Context: an optimization exercise on an open-source flow, tuned for small area and a short achievable clock period. The choices shown serve that exercise and are no tape-out recipe.
In this exercise RTL edits were held to simulation tests only and were not proved equivalent to the original.
Power is estimated from default activity; no workload was simulated.

## flow/run.sh

```bash
#!/bin/bash
# The standard layout (the standard.sh: standard synthesis, then ORFS to
# finish) with two changes made through ORFS's own variables:
#  - the port buffers are buf_4 cells instead of the smallest buffer ORFS
#    picks (a slow delay cell), so the port paths are not slowed down;
#  - CTS does not add dummy loads to the clock tree.
# The full output of the run goes to flow.log in this folder.
set -euo pipefail
export BUFFER_PORTS_ARGS="-buffer_cell sky130_fd_sc_hd__buf_4"
export CTS_ARGS="-sink_clustering_enable -repair_clock_nets -sink_clustering_size 26 -sink_clustering_max_diameter 90 -dont_use_dummy_load"
bash standard.sh > flow.log 2>&1
```

## standard.sh

```bash
#!/bin/bash
# synth_recipe.tcl (not shown) runs the flow's synth.tcl, then flattens the netlist and writes it again
# the make line also repeats each setting of config.mk as NAME=value (left out here)
make -C /OpenROAD-flow-scripts/flow DESIGN_CONFIG=/design/flow/config.mk WORK_HOME=/design/flow/orfs CLKGATE_MAP_FILE= SYNTH_SCRIPT=/design/flow/synth_recipe.tcl "${@:-finish}"
```

## config.mk

```make
export PLATFORM = sky130hd
export DESIGN_NAME = wavegen_core
export DESIGN_NICKNAME = wavegen_core
export VERILOG_FILES = /design/flow/design.v
export SDC_FILE = /design/flow/constraint.sdc
export NUM_CORES = 4
export LEC_CHECK = 0
export CAP_MARGIN = 30
export CORE_MARGIN = 2
export CORE_UTILIZATION = 64
export CTS_CLUSTER_DIAMETER = 90
export CTS_CLUSTER_SIZE = 26
export PLACE_DENSITY = 0.74
export SETUP_SLACK_MARGIN = 4.1
export SLEW_MARGIN = 45
```

## constraint.sdc

```tcl
create_clock -name core_clock -period 7.0 [get_ports {clk}]
set_input_delay 1.4000 -clock core_clock [delete_from_list [all_inputs] [get_ports {clk}]]
set_output_delay 1.4000 -clock core_clock [all_outputs]
set_load 0.01 [all_outputs]
```

## design.v

```verilog
module onchip_16_pulse (
	input             clock,
	input      [3:0]  ins,
	input      [31:0] data,
	input      [31:0] sel,    
	output     [31:0] q
);
	wire [1023:0] ring;
	wire [31:0] acc [0:32];
	assign acc[0] = 32'd0;
	genvar w;
	generate
		for (w = 0; w < 32; w = w + 1) begin : word
			reg [31:0] r;
			always @ (posedge clock)
				if (w % 8 == 0 && ins[w / 8])
					r <= data;
				else
					r <= ring[((w+1)%32)*32 +: 32];
			assign ring[w*32 +: 32] = r;
			assign acc[w+1] = acc[w] | (r & {32{sel[w]}});
		end
	endgenerate
	assign q = acc[32];
endmodule
module streamer16p #(
	parameter         ID = 0
)(
	input             iNRST,
	input             iCLK,
	input      [31:0] iTIME_NEXT,     
	input             iSEL_WAVE,      
	input             iSEL_WAVE_PORT, 
	input             iSEL_INIT,      
	input             iSEL_VAL,       
	input             iMODE_IDLE,
	input             iMODE_TO_INIT,  
	input             iT_RISE,        
	input             iT_FALL,        
	input             iV_RISE,        
	input             iWIN_NOW,       
	input             iWIN_N,         
	input             iWIN_LATE_N,    
	input      [4:0]  iG,             
	input      [4:0]  iG1,            
	input      [31:0] iDATA_TIME,
	input             iDATA_CH_VAL,
	output            oWAVEFORM
);
localparam ST_IDLE = 3'd0, ST_SET = 3'd1, ST_TO_CHANGE = 3'd2,
           ST_BUF0 = 3'd3, ST_BUF1 = 3'd4;
reg [4:0]  IndexMax, IndexR, IndexW;
reg        InitQ, Q, QOut;    
reg [2:0]  St;
reg [31:0] PSel;
reg        Match;
reg [3:0]  InsEn;
wire [31:0] TimeToChange;
wire [4:0] Index = iSEL_WAVE ? IndexW : IndexR;
wire [4:0] TgtN  = iWIN_LATE_N ? IndexMax : IndexW;
wire [4:0] IpN   = TgtN + iG;
wire       SelW  = iWIN_NOW ? iSEL_WAVE_PORT : iSEL_WAVE;
wire [4:0] IpNow = IndexW + iG1;
wire [3:0] InsNow = (SelW && iWIN_NOW && IpNow[2:0] == 3'd0) ? (4'd1 << IpNow[4:3]) : 4'd0;
onchip_16_pulse mem(
	.clock(iCLK),
	.ins  (InsEn | InsNow),
	.data (iDATA_TIME),
	.sel  (PSel),
	.q    (TimeToChange)
);
always @ (posedge iCLK) begin
	PSel   <= 32'd1 << (Index + iG1);
	InsEn <= (SelW && iWIN_N && IpN[2:0] == 3'd0) ? (4'd1 << IpN[4:3]) : 4'd0;
end
assign oWAVEFORM = QOut;
reg Q_next;
always @ (*) begin
	if (iMODE_TO_INIT)
		Q_next = InitQ;
	else if (iSEL_VAL && iV_RISE)
		Q_next = iDATA_CH_VAL;
	else if (St == ST_BUF0)
		Q_next = !Q;
	else
		Q_next = Q;
end
always @ (negedge iNRST or posedge iCLK) begin
	if (!iNRST) begin
		IndexMax <= 0;
		IndexR   <= 0;
		IndexW   <= 0;
		InitQ    <= 1'b0;
		Q        <= 1'b0;
		QOut     <= 1'b0;
		St       <= ST_IDLE;
		Match    <= 1'b0;
	end
	else begin
		Match <= (iTIME_NEXT == TimeToChange);
		if (iSEL_WAVE) begin
			if (iT_RISE) IndexMax <= IndexW;
			if (iT_FALL) IndexW <= IndexW + 1'b1;
		end
		else
			IndexW <= 0;
		if (iSEL_INIT && iV_RISE)
			InitQ <= iDATA_CH_VAL;
		Q    <= Q_next;
		QOut <= Q_next;
		case (St)
			ST_IDLE:      St <= !iMODE_IDLE ? ST_SET :
			                    Match ? ST_TO_CHANGE : ST_IDLE;
			ST_SET:       St <= !iMODE_IDLE ? ST_SET : ST_IDLE;
			ST_TO_CHANGE: St <= ST_BUF0;
			ST_BUF0:      St <= ST_BUF1;
			default:      St <= ST_IDLE;
		endcase
		case (St)
			ST_SET:       IndexR <= IndexMax;
			ST_TO_CHANGE: IndexR <= (IndexR == 0) ? IndexMax : IndexR - 1'b1;
			default:      IndexR <= IndexR;
		endcase
	end
end
endmodule
module SEQ_WAVE_GEN(
	input             iNRST,
	input             iCLK,
	input             iMODE_IDLE,
	input             iMODE_PERIOD,
	input             iMODE_ARM,
	input             iMODE_TO_INIT,    
	input      [7:0]  iSEL_WAVE,
	input      [7:0]  iSEL_WAVE_PORT,    
	input      [7:0]  iSEL_INIT,
	input      [7:0]  iSEL_VAL,
	input             iFLAG_TIME_PORT,   
	input             iFLAG_TIME_READY,
	input             iFLAG_CH_VAL_READY,
	input      [31:0] iDATA_TIME,
	input             iDATA_CH_VAL,
	input             iTRIG,
	output     [7:0]  oWAVEFORM,
	output reg        oTRIG_SYNC,
	output reg        oARMED,
	output     [3:0]  oTEST
);
localparam CNT_ST_IDLE               = 4'd0;
localparam CNT_ST_ARMED              = 4'd1;
localparam CNT_ST_ARMED_CAUGHT_TRIG  = 4'd2;
localparam CNT_ST_RUN                = 4'd4;
localparam CNT_ST_PERIODIC_RUN       = 4'd5;
localparam CNT_ST_PERIODIC_ZEROING   = 4'd7;
localparam TimeCounterMax = 32'hFFFFFFFF;
reg [3:0]  CounterState, CounterState_next;
reg [31:0] TimePlus1;
reg [31:0] TimeCounter_next;
reg        TcInc;       
reg        TcOne;       
reg [31:0] Period;
reg        PeriodNZ;    
reg        EqPeriod;    
reg        EqMax;       
reg [3:0]  StateOut;    
reg [1:0]  TrigEdgeCatch;
reg [1:0]  FlagTEdgeCatch;
reg [1:0]  FlagVEdgeCatch;
reg [6:0]  OutputSyncTrig;
reg [2:0]  WinCnt;
reg [4:0]  G;
reg [4:0]  G1;          
reg        WinLateN;
assign oTEST = StateOut;
wire TRiseEarly = iFLAG_TIME_PORT & ~iFLAG_TIME_READY;
always @ (*) begin
	case (CounterState)
		CNT_ST_IDLE:
			CounterState_next = iMODE_ARM ? CNT_ST_ARMED : CounterState;
		CNT_ST_ARMED:
			CounterState_next = (!iMODE_IDLE && !iMODE_ARM) ? CNT_ST_IDLE :
			                    (TrigEdgeCatch == 2'b01) ? CNT_ST_ARMED_CAUGHT_TRIG : CNT_ST_ARMED;
		CNT_ST_ARMED_CAUGHT_TRIG:
			CounterState_next = (OutputSyncTrig != 7'd127) ? CNT_ST_ARMED_CAUGHT_TRIG :
			                    PeriodNZ ? CNT_ST_PERIODIC_RUN : CNT_ST_RUN;
		CNT_ST_RUN:
			CounterState_next = !iMODE_IDLE ? CNT_ST_IDLE :
			                    EqMax ? CNT_ST_IDLE : CNT_ST_RUN;
		CNT_ST_PERIODIC_RUN:
			CounterState_next = !iMODE_IDLE ? CNT_ST_IDLE :
			                    EqPeriod ? CNT_ST_PERIODIC_ZEROING : CNT_ST_PERIODIC_RUN;
		CNT_ST_PERIODIC_ZEROING:
			CounterState_next = CNT_ST_PERIODIC_RUN;
		default:
			CounterState_next = CNT_ST_IDLE;
	endcase
	TimeCounter_next = TcInc ? TimePlus1 : TcOne ? 32'd1 : TimeCounterMax;
end
always @ (negedge iNRST or posedge iCLK) begin
	if (!iNRST) begin
		CounterState   <= CNT_ST_IDLE;
		TimePlus1      <= 32'd0;
		TcInc          <= 1'b0;
		TcOne          <= 1'b0;
		Period         <= 32'd0;
		PeriodNZ       <= 1'b0;
		EqPeriod       <= 1'b0;
		EqMax          <= 1'b0;
		StateOut       <= CNT_ST_IDLE;
		TrigEdgeCatch  <= 2'b00;
		FlagTEdgeCatch <= 2'b00;
		FlagVEdgeCatch <= 2'b00;
		OutputSyncTrig <= 7'd0;
		WinCnt         <= 3'd0;
		WinLateN       <= 1'b0;
		oTRIG_SYNC     <= 1'b0;
		oARMED         <= 1'b0;
	end
	else begin
		CounterState   <= CounterState_next;
		TimePlus1      <= TcInc ? TimePlus1 + 1'b1 : TcOne ? 32'd2 : 32'd0;
		TcInc          <= (CounterState_next == CNT_ST_RUN || CounterState_next == CNT_ST_PERIODIC_RUN);
		TcOne          <= (CounterState_next == CNT_ST_ARMED_CAUGHT_TRIG || CounterState_next == CNT_ST_PERIODIC_ZEROING);
		TrigEdgeCatch  <= {TrigEdgeCatch[0], iTRIG};
		FlagTEdgeCatch <= {FlagTEdgeCatch[0], iFLAG_TIME_READY};
		FlagVEdgeCatch <= {FlagVEdgeCatch[0], iFLAG_CH_VAL_READY};
		StateOut       <= CounterState_next;
		if (iMODE_PERIOD && FlagTEdgeCatch == 2'b01) begin
			Period   <= iDATA_TIME;
			PeriodNZ <= (iDATA_TIME != 32'd0);
		end
		EqPeriod       <= TcInc ? (TimePlus1 == Period) : (Period == 32'd1);
		EqMax          <= (TimePlus1 == TimeCounterMax-1);
		OutputSyncTrig <= (CounterState == CNT_ST_ARMED_CAUGHT_TRIG) ? OutputSyncTrig + 1'b1 : 7'd0;
		WinCnt         <= TRiseEarly ? 3'd1 : (WinCnt != 3'd0 && WinCnt != 3'd6) ? WinCnt + 1'b1 : 3'd0;
		WinLateN       <= (WinCnt >= 3'd2);
		oTRIG_SYNC     <= (CounterState_next == CNT_ST_ARMED_CAUGHT_TRIG);
		oARMED         <= (CounterState_next == CNT_ST_ARMED);
	end
end
always @ (posedge iCLK) begin
	G  <= G - 1'b1;
	G1 <= G;
end
wire WinN     = TRiseEarly | (WinCnt != 3'd0);
genvar c;
generate
	for (c = 0; c < 8; c = c + 1) begin : ch
		streamer16p #(.ID(c)) streamer(
			.iNRST        (iNRST),
			.iCLK         (iCLK),
			.iTIME_NEXT   (TimeCounter_next),
			.iSEL_WAVE    (iSEL_WAVE[c]),
			.iSEL_WAVE_PORT(iSEL_WAVE_PORT[c]),
			.iSEL_INIT    (iSEL_INIT[c]),
			.iSEL_VAL     (iSEL_VAL[c]),
			.iMODE_IDLE   (iMODE_IDLE),
			.iMODE_TO_INIT(iMODE_TO_INIT),
			.iT_RISE      (FlagTEdgeCatch == 2'b01),
			.iT_FALL      (FlagTEdgeCatch == 2'b10),
			.iV_RISE      (FlagVEdgeCatch == 2'b01),
			.iWIN_NOW     (TRiseEarly),
			.iWIN_N       (WinN),
			.iWIN_LATE_N  (WinLateN),
			.iG           (G),
			.iG1          (G1),
			.iDATA_TIME   (iDATA_TIME),
			.iDATA_CH_VAL (iDATA_CH_VAL),
			.oWAVEFORM    (oWAVEFORM[c])
		);
	end
endgenerate
endmodule
module wavegen_core(
	input         clk,
	input         rst_n,
	input  [7:0]  mode,
	input         flag_time,
	input         flag_val,
	input  [7:0]  channel,
	input  [31:0] data_time,
	input         data_val,
	input         trig,
	output [7:0]  waveform,
	output        trig_sync,
	output        armed,
	output [3:0]  state
);
reg                ModeIdle, ModePeriod, ModeArm, ModeToInit;
reg  [7:0]         SelWave, SelInit, SelVal;
reg                FlagTimeReady;
reg                FlagChValueReady;
reg  [31:0]        DataTime;
reg                DataChValue;
wire [7:0] ChDec = (channel[7:3] == 5'd0) ? (8'd1 << channel[2:0]) : 8'd0;
wire [7:0] SelWavePort = (mode == 8'h02) ? ChDec : 8'h00;
always @ (posedge clk or negedge rst_n) begin
	if (!rst_n) begin
		ModeIdle         <= 1'b1;
		ModePeriod       <= 1'b0;
		ModeArm          <= 1'b0;
		ModeToInit       <= 1'b0;
		SelWave          <= 8'h00;
		SelInit          <= 8'h00;
		SelVal           <= 8'h00;
		FlagTimeReady    <= 1'b0;
		FlagChValueReady <= 1'b0;
	end
	else begin
		ModeIdle         <= (mode == 8'h00);
		ModePeriod       <= (mode == 8'h01);
		ModeArm          <= (mode == 8'h80);
		ModeToInit       <= (mode == 8'h80) || (mode == 8'h81);
		SelWave          <= SelWavePort;
		SelInit          <= (mode == 8'h03) ? ChDec : 8'h00;
		SelVal           <= (mode == 8'h04) ? ChDec : 8'h00;
		FlagTimeReady    <= flag_time;
		FlagChValueReady <= flag_val;
	end
end
always @ (posedge clk) begin
	DataTime    <= data_time;
	DataChValue <= data_val;
end
SEQ_WAVE_GEN seq_wave_gen0(
	.iNRST             (rst_n),
	.iCLK              (clk),
	.iMODE_IDLE        (ModeIdle),
	.iMODE_PERIOD      (ModePeriod),
	.iMODE_ARM         (ModeArm),
	.iMODE_TO_INIT     (ModeToInit),
	.iSEL_WAVE         (SelWave),
	.iSEL_WAVE_PORT    (SelWavePort),
	.iSEL_INIT         (SelInit),
	.iSEL_VAL          (SelVal),
	.iFLAG_TIME_PORT   (flag_time),
	.iFLAG_TIME_READY  (FlagTimeReady),
	.iFLAG_CH_VAL_READY(FlagChValueReady),
	.iDATA_TIME        (DataTime),
	.iDATA_CH_VAL      (DataChValue),
	.iTRIG             (trig),
	.oWAVEFORM         (waveform),
	.oTRIG_SYNC        (trig_sync),
	.oARMED            (armed),
	.oTEST             (state)
);
endmodule
```

==> results of run 1 <==
-- critical path, cell delays in order --
cell	delay, ns
buf_8	0.09
or4_4	0.63
or4b_4	0.63
nor2_4	0.13
buf_12	0.14
and3_4	0.23
a21oi_4	0.07
buf_12	0.16
buf_12	0.14
buf_16	0.16
mux2_2	0.28
-- timing repair --
item,CTS,global route
gates resized for setup,398,236
buffers inserted,62,38
pin swaps,22,31
gates cloned,20,19
endpoints found under the setup margin,1067,1177
-- registers in the layout, summed over array words and instances (netlist names), 7 cells and up --
signal                                flops
seq_wave_gen0.ch.streamer.IndexW         40
seq_wave_gen0.ch.streamer.QOut            8
seq_wave_gen0.ch.streamer.St             24
seq_wave_gen0.Period                     32
SelWave                                   8
seq_wave_gen0.ch.streamer.InsEn          32
SelVal                                    8
SelInit                                   8
seq_wave_gen0.ch.streamer.IndexR         40
seq_wave_gen0.ch.streamer.mem.word.r   8192
seq_wave_gen0.OutputSyncTrig              7
seq_wave_gen0.ch.streamer.InitQ           8
seq_wave_gen0.ch.streamer.PSel          256
seq_wave_gen0.ch.streamer.Match           8
seq_wave_gen0.TimePlus1                  32
DataTime                                 32
seq_wave_gen0.ch.streamer.IndexMax       40
-- path summary, 6_finish.rpt --
check,cells past startpoint,start,to
min,1,rst_n,seq_wave_gen0.CounterState[3]
max,11,channel[7],seq_wave_gen0.ch[7].streamer.mem.word[8].r[26]
min in group core_clock,0,seq_wave_gen0.ch[6].streamer.mem.word[7].r[11],seq_wave_gen0.ch[6].streamer.mem.word[6].r[11]
max in group asynchronous,4,rst_n,seq_wave_gen0.ch[7].streamer.St[0]
min reg2reg,0,seq_wave_gen0.ch[6].streamer.mem.word[7].r[11],seq_wave_gen0.ch[6].streamer.mem.word[6].r[11]
max reg2reg,13,seq_wave_gen0.G1[0],seq_wave_gen0.ch[2].streamer.mem.word[8].r[5]
-- area by class of cell --
type | count | area (sq um) | area share
antenna | 95 | 237.7 | 0.0008719
inverter | 80 | 305.3 | 0.001120
clock buffer | 378 | 9459 | 0.03469
tap | 5220 | 6531 | 0.02395
timing repair buffer | 612 | 7082 | 0.02597
sequential | 8813 | 178600 | 0.6550
multi-input combinational | 9485 | 70450 | 0.2584
-- power by group through the flow --
stage	sequential, mW	combinational [mW]	clock [mW]
floorplan	51.3	0.196	0
global placement	51.5	0.431	0
detailed placement	51.5	0.462	0
CTS	50.3	0.468	24.4
global route	50.3	0.498	26.1
finish	50.3	0.489	24.5
-- cell usage in the layout, fill, tap and decap left out, drive strengths merged, types with 54 or more instances in the layout --
| cell type | count |
|---|---|
| nand3 | 145 |
| dfxtp | 8523 |
| and3 | 206 |
| ha | 119 |
| a22o | 143 |
| and4 | 58 |
| mux2 | 1128 |
| a21oi | 287 |
| clkbuf | 397 |
| a221oi | 135 |
| a22oi | 3857 |
| dfrtp | 289 |
| nand2 | 814 |
| nor2b | 55 |
| nor4 | 56 |
| diode | 95 |
| nand4 | 684 |
| xnor2 | 154 |
| a21o | 54 |
| a31oi | 72 |
| nor4b | 85 |
| xor2 | 81 |
| inv | 80 |
| nor3 | 317 |
| buf | 593 |
| o21ai | 157 |
| nor2 | 559 |
-- metal layers --
metal	GRT usage	routed length, um
met4	0.2478	57420
met2	0.5952	355700
met5	0	123
met1	0.5269	312300
met3	0.08996	101600
-- stage by stage --
step                      cells  hold WS [ns]  area [sq um]  power [mW]  worst slack (ns)
after floorplan           19466        0.3290        251700       51.53             3.511
after global placement    24056        0.3320        257900       51.92             2.474
after detailed placement  24071        0.3358        258400       51.93             2.506
after CTS                 24531        0.2525        270600       75.17             3.862
after global routing      24651        0.2980        272600       76.90             3.810
final                     24683        0.2782        272700       75.30             3.807
-- logic make-up (layout without fill, tap and decap cells) --
group	count (synthesis)	count (layout)
and+or+nand+nor	3135	3136
buffers and inverters	1169	1070
AOI/OAI and AO/OA	4818	4818
adders and majority gates	143	143
DFF	8813	8813
xor gates and xnor gates	235	235
other	1	96
muxes	1152	1152
==> run summary, run 1 <==
Floorplanning:
- In this run the count of I/O pins placed on the die edge is 68.
- After floorplanning, the core was divided into 230 placement rows.
- The die outline width is 630.8 um.
- The die boundary height is 630.8 um.
- The initial utilization of the core area, before any placement, comes to 0.6420.
- After floorplanning, the core was sized to cover 391,700 sq um.
- The die covers 397,900 sq um.

STA:
- The worst pin sits at a relative slew slack of 0.4186.
- Counting I/O delays and the setup requirement, the final critical path takes 3.193 ns.
- The number of failing setup endpoints in the final timing report is 0.
- The timing-limited maximum frequency is 313.1 MHz.
- The count of final hold-check violations came to 0.
- Setup repair after global routing could not meet its margin everywhere.
- The fraction of the cycle the final worst path needs is 0.4562.
- The final-report max-slew violation count is 0.
- The clock arrives with 0.07258 ns of skew.
- The final-layout setup total negative slack is 0 ns.
- At the pin with the least slew margin, the transition time is 0.8721 ns.

Global route:
- The first global-routing pass estimated 1154 mm of wire.
- For this run, the total global-route usage over all layers was measured as 0.3980.
- The number of antenna violations at the first check in global routing is 61.
- The overflow left after global routing is 0.
- The via count of the first global-routing pass came to 163,793.
- Entering global routing, the biggest net connects 90 pins.

Routing:
- After detailed routing, the average wire length per cell comes to 33.51 um.
- The total iterations of the first detailed-routing run is 9.
- For this run, design rule violations remaining after detail routing come to 0.
- The final wirelength is 827.2 mm.
- Dividing the detail-routed via count by the number of cells gives 6.859.
- Detailed routing inserted a total of 169,305 vias.
- The detail route stage leaves a number of antenna-violating nets equal to 0.
- The number of DRC markers in iteration 0 is 25,434.

Synthesis:
- The XOR/XNOR share of the synthesized area is 0.008186.
- The biggest area consumer among synthesized cells is dfxtp_1.
- The share of Yosys cell area claimed by the top area cell type is 0.6786.
- The mapped cell area is 251,400 sq um.
- The largest family of logic cells by synthesized area is compound AO/OA/AOI/OAI gates.
- The share of synthesized area occupied by flip-flops and latches is 0.7075.
- After synthesis, the netlist uses 74 different library cells.
- The post-synthesis share of cell area spent on and, or, nand and nor gates is 0.06433.
- The proportion of register bits with asynchronous set or reset after synthesis is 0.03291.
- The arithmetic-cell share of the synthesized area counting full adders, half adders and majority gates is 0.007832.
- By instance count, the leading cell after synthesis is dfxtp_1.
- In the synthesized netlist, the number of instances is 19,466.
- Sorting the synthesized cells by how often they occur yields dfxtp_1, a22oi_1, mux2_2.
- Synthesis inferred 8,813 register bits.
- The synthesized-area fraction occupied by ao, oa, aoi and oai cells is 0.1411.
- After synthesis, the mean cell area works out to 12.92 sq um.
- The most used flip-flop cell after synthesis is dfxtp_1.
- The Yosys step of the flow raised 11 warnings.
- The post-synthesis net count is 19,663.
- The proportion of synthesized area in mux cells is 0.05237.
- The number of flops mapped to enable cells by yosys is 0.
- After synthesis, the cell types taking the most area are dfxtp_1, a22oi_1, mux2_2.

Placed design:
- The placer congestion estimate is 0.9110.
- In this run the tool buffered the top-level ports with 67 buffer cells.
- The HPWL after detailed placement is 471.3 mm.

Hold path:
- The path class of the tightest hold or removal check is primary input to asynchronous set/reset pin.

Finish:
- Of the cells placed in the final design, the portion with a size suffix greater than 1 is 0.1377.
- Counting the fill cells in the layout gives 27,155.
- At the end of the flow the core is filled with cells to 0.6962.
- Compared with the post-synthesis result, the final layout area differs by 8.443%.
- In the final design database the tool counted 19,567 nets.

Critical path:
- The arrival time reported for the critical path endpoint is 4.09 ns.
- The worst setup path is captured at a register.
- Data on the critical path is required at its endpoint by 7.89 ns.
- The worst setup path is of the primary input to register kind.
- The worst register-to-register path has a setup slack of 3.95 ns.
- The kind of start point of the critical path is a primary input.
- Along the worst path, the maximum fanout reaches 8.

Clock network:
- The H-tree depth is 5.
- The clock-pin transition on the worst setup and hold timing paths is 0.10 ns.
- At the later pin of the worst-skew pair, clock insertion delay measures 1.03 ns.
- The clock tree from TritonCTS is built.
- Clock tree synthesis selected as its root buffer the cell clkbuf_16.
- The number of hold buffers added after CTS was 0.
- The total clock buffers created by CTS is 378.
- The tree built by TritonCTS fans out to 8,813 sinks.
- The clock passes through at most 4 buffers.

Power and ir drop:
- Dividing total power by cell area gives a power density of 276.2 nW/um^2.
- For this design the static power due to leakage is 105.5 nW.
- IR analysis of the VDD net gives a maximum drop of 0.2586 mV.
- Of the total power, the share spent switching nets is 0.2042.
- The share of power burned in registers is 0.668.
- The reported net switching power is 15.38 mW.
- The internal portion of total power is 59.93 mW.
- The share of total power dissipated in the clock network is 0.326.
- The share of total power dissipated in combinational logic is 0.006.

Run status:
- The flow ran to the end and the layout has no timing, DRC or antenna violations.

Job:
- The tool flagged a number of max-cap violations equal to 0.
==> run 2, diff against run 1 <==
--- a/config.mk
+++ b/config.mk
@@ -7,9 +7,9 @@
 export LEC_CHECK = 0
 export CAP_MARGIN = 30
 export CORE_MARGIN = 2
-export CORE_UTILIZATION = 64
+export CORE_UTILIZATION = 70
 export CTS_CLUSTER_DIAMETER = 90
 export CTS_CLUSTER_SIZE = 26
-export PLACE_DENSITY = 0.74
+export PLACE_DENSITY = 0.8
 export SETUP_SLACK_MARGIN = 4.1
 export SLEW_MARGIN = 45
==> run 2 against run 1 <==
Against the previous run: sequential share of layout area up 0.21 points; setup slack better by 0.14 ns; register-to-register slack about the same; maximum frequency up 4.7%; final cell count down 1.9%; critical path depth unchanged; hold slack better by 0.027 ns; clock skew down 0.0089 ns; cell area down 0.30%; critical path type unchanged; first-iteration DRC count up 8.6%; via count up 2.2%.
==> run summary, run 2 <==
Hold path:
- For hold timing, the worst endpoint is seq_wave_gen0.ch[4].streamer.mem.word[17].r[9].
- The hold-critical path depth is 0.
- The kind of path behind the tightest hold check is register to register.
- The start point of the worst hold path is seq_wave_gen0.ch[4].streamer.mem.word[18].r[9].

STA:
- The post-route clock skew is 0.06367 ns.
- The final-report max-slew violation count is 0.
- The actual slew at the worst max-slew pin is 0.8446 ns.
- After routing, the total negative slack on setup checks comes to 0 ns.
- The worst path needs 3.051 ns of the cycle, external delays included.
- The timing-limited maximum frequency is 327.7 MHz.
- The count of final hold-check violations is 0.
- Measured against its own limit, the worst slew margin works out to 0.4326.
- The number of failing setup endpoints in the final timing report is 0.
- Setup repair after global routing could not meet its margin everywhere.
- The fraction of the cycle the final worst path needs is 0.4359.

Clock network:
- The H-tree generated during clock tree synthesis spans 5 levels.
- The total clock buffers created by CTS is 377.
- No sink is reached through more buffers than the 4 on the longest clock path.
- For the worst-skew pair, the clock arrives at the later sink with an insertion delay of 1.04 ns.
- The buffer cell driving the clock tree root is clkbuf_16.
- In this run, post-CTS hold repair placed 0 buffers.
- The clock drives 8,813 sinks.
- The clock-pin transition on the worst setup and hold timing paths is 0.10 ns.
- The clock tree from TritonCTS is built.

Floorplanning:
- After floorplanning, the core was divided into 220 placement rows.
- In this run the horizontal extent of the chip is 603.3 um.
- The area inside the core boundary is 358,400 sq um.
- The number of I/O pins is 68.
- The initial core utilization is 0.7016.
- The die boundary height is 603.3 um.
- The die covers 364,000 sq um.

Synthesis:
- Of the post-synthesis cell area, the dominant cell type holds 0.6786.
- By area the synthesized netlist is led by dfxtp_1, a22oi_1, mux2_2.
- Counting flops with a built-in enable in the synthesized netlist gives 0.
- Synthesis inferred 8,813 register bits.
- The post-synthesis cell type count is 74.
- For this run, the leading register cell type out of synthesis is dfxtp_1.
- In this run the cell area of the synthesized design comes to 251,400 sq um.
- The post-synthesis net count is 19,663.
- After synthesis, the most frequently instantiated cells are dfxtp_1, a22oi_1, mux2_2.
- Counting flops with an async set or reset pin after synthesis yields a share of 0.03291.
- For this run, the register share of the synthesized area comes to 0.7075.
- The number of warnings issued by yosys is 11.
- In the post-synthesis netlist, the cell with the most instances is dfxtp_1.
- The number of instances in the synthesized netlist is 19,466.
- The synthesized area divided by synthesized cell count is 12.92 sq um.
- The biggest area consumer among synthesized cells is dfxtp_1.

Finish:
- The number of inserted filler cells in the final layout is 22,140.
- Leaving out fill and tap cells, the most frequent cell in the layout is dfxtp_1.
- The area occupied by multi-input gates is 70,820 sq um.
- Leaving out fill and tap cells, the most frequent cells in the layout are dfxtp_1, a22oi_1, mux2_2.
- In the final layout, flip-flops and latches occupy 178,600 sq um.
- In the final design database the tool counted 19,579 nets.
- After routing the design area is 271,900 sq um.
- The share of cells above drive strength 1 is 0.1394.
- In the final layout, the registers with the most flip-flops are seq_wave_gen0.ch.streamer.mem.word.r x8192, seq_wave_gen0.ch.streamer.PSel x256.
- The post-layout utilization of the core is 0.7585.
- The number of flip-flops in the largest register is 8,192.
- The area growth from synthesis to layout is 8.120%.
- The register with the highest flop count is seq_wave_gen0.ch.streamer.mem.word.r.

Placed design:
- During placement, the flow inserted port buffers numbering 67.
- Summing all placed instances gives a cell area of 258,200 sq um.
- The congestion estimate from routability-driven global placement came to 0.9153.
- The sum of net half-perimeters after detailed placement is 485.6 mm.

Critical path:
- In this run the critical register-to-register path is captured at seq_wave_gen0.ch[2].streamer.Match.
- Across all register-to-register paths, the minimum setup slack is 3.96 ns.
- The worst setup path is launched from a primary input.
- In this run the worst path has a maximum fanout of 8.
- By startpoint and endpoint, the worst setup path is classified as primary input to register.
- STA puts the critical path data required time at 7.92 ns.
- The cell count of the worst reg-to-reg path is 7.
- The critical path endpoint category is a register.
- The arrival time reported for the critical path endpoint is 3.97 ns.
- The origin of the critical flop-to-flop path is seq_wave_gen0.ch[2].streamer.PSel[24].

Global route:
- The number of antenna violations at the first check in global routing was 50.
- In the global route stage, overall resource usage came out at 0.4384.
- The first global-routing pass estimated 1162 mm of wire.
- The total overflow left after global routing is 0.
- Entering global routing, the biggest net connects 76 pins.
- The via count of the first global-routing pass was 167,719.

Routing:
- In this run the remaining antenna-violating nets after routing total 0.
- The final wirelength is 835.2 mm.
- The first detailed-routing pass took 9 iterations.
- The detail-routed net length per standard cell is 34.48 um.
- The number of DRC markers in iteration 0 is 27,621.
- The average vias per placed instance is 7.145.
- In the routed design, unresolved DRC markers number 0.
- The overall via count from detail_route is 173,051.

Power and ir drop:
- The leakage power figure is 105.4 nW.
- The worst-case IR drop observed on VDD is 0.3064 mV.
- The total chip power is 75.29 mW.
- The power per standard cell area is 276.9 nW/um^2.

Run status:
- The run finished with no timing, DRC or antenna violations.

Job:
- Max-cap violations in this run came to 0.
## run 2: cell count changes in the layout (fill, tap and decap cells not counted), moves of 21 or more
cell     previous run  this run
buf_4             325       421
buf_6             146        89
diode_2            95        66
nor3_1            256       228
dfxtp_2           167       146
mux2_1             25        46
## run 2: timing repair
action                      CTS  global route
pin swaps                    17            37
setup endpoints to repair  1051           965
buffers inserted             48            54
gates resized for setup     331           240
cloned                        8            21
## run 2: critical path: stages
cell and delay, ns:
buf_6 0.10, or4_4 0.54, or4b_4 0.57, nor2_4 0.15, buf_12 0.17, nand2_4 0.06, nor2_4 0.13, buf_6 0.12
a21oi_4 0.14, clkbuf_16 0.27, mux2_4 0.31
## run 2: per-stage QoR
step	setup slack [ns]	instances	hold WS [ns]
3_3_place_gp	2.105	23615	0.3315
4_1_cts	3.987	24076	0.2985
3_5_place_dp	2.406	23643	0.3355
5_1_grt	3.916	24172	0.3181
2_1_floorplan	3.511	19466	0.3290
6_report	3.949	24219	0.3052
## run 2: cell families after synthesis
| logic type | share of synthesized area |
|---|---|
| flip-flops | 0.7075 |
| AND/OR/NAND/NOR | 0.06433 |
| XOR/XNOR | 0.008186 |
| adder cells (fa/ha/maj) | 0.007832 |
| multiplexers | 0.05237 |
| other | 0.00001491 |
| buffers and inverters | 0.01874 |
| AO/OA/AOI/OAI | 0.1411 |
## run 2: routing by layer
metal / share of wire / track usage / vias to the layer above
met4: 0.085 / 0.3257 / 42
li1: - / - / 70983
met2: 0.42 / 0.6434 / 14059
met3: 0.14 / 0.1207 / 3374
met1: 0.36 / 0.5566 / 84593
met5: 0.00044 / 0.002511 / -
## run 2: area by class of cell
type                            count  area share
Sequential cell                  8813      0.6571
Multi-Input combinational cell   9485      0.2605
Clock buffer                      377     0.03470
Timing Repair Buffer              625     0.02400
Tap cell                         4773     0.02197
Inverter                           80    0.001118
Antenna cell                       66   0.0006075
## run 2: worst max path at each step
stage	from	end	slack [ns]	cells after the start
floorplan	channel[3]	seq_wave_gen0.ch[7].streamer.mem.word[0].r[10]	3.51	8
global placement	mode[1]	seq_wave_gen0.ch[4].streamer.mem.word[8].r[16]	2.10	9
detailed placement	channel[3]	seq_wave_gen0.ch[4].streamer.mem.word[8].r[6]	2.41	11
CTS	seq_wave_gen0.ch[7].streamer.QOut	waveform[7]	3.99	1
global route	seq_wave_gen0.ch[2].streamer.PSel[7]	seq_wave_gen0.ch[2].streamer.Match	3.92	8
finish	channel[3]	seq_wave_gen0.ch[7].streamer.mem.word[0].r[14]	3.95	11
## run 2: power breakdown
part / total (mW) / switching, mW / internal (mW)
Clock: 24.5 / 14.8 / 9.67
Combinational: 0.542 / 0.418 / 0.125
Sequential: 50.3 / 0.153 / 50.1
Total: 75.3 / 15.4 / 59.9

==> afterwards: timing with drivers on the ports <==
The results above use ideal ports. As a check the final layouts listed here were re-extracted and re-timed, cells and wires unchanged.
Step 1, drivers: a clkbuf_16 drives clk and a buf_2 each remaining input, both assumed.
Step 2 adds t to the input delays and takes it off the output delays; t is the mean of the earliest and latest rising clock arrival at the registers after step 1. Input paths then give back, and output paths get back, about the clock's delay inside the block.
Three values: no drivers, after step 1, after step 2; two values: the first two.
| run | t, ns | setup WS [ns] | hold WS [ns] | worst setup path at the end |
|---|---|---|---|---|
| run 1 | 1.103 | 3.807 / 3.751 / 2.774 | 0.278 / 0.218 / 0.307 | input to register |
| run 2 | 1.123 | 3.949 / 3.884 / 2.896 | 0.305 / 0.288 / 0.305 | input to register |
After both steps every run listed still meets setup and hold. For run 2, which loses most, drivers alone change the setup slack by -0.065 ns; drivers and shift together by -1.053 ns.
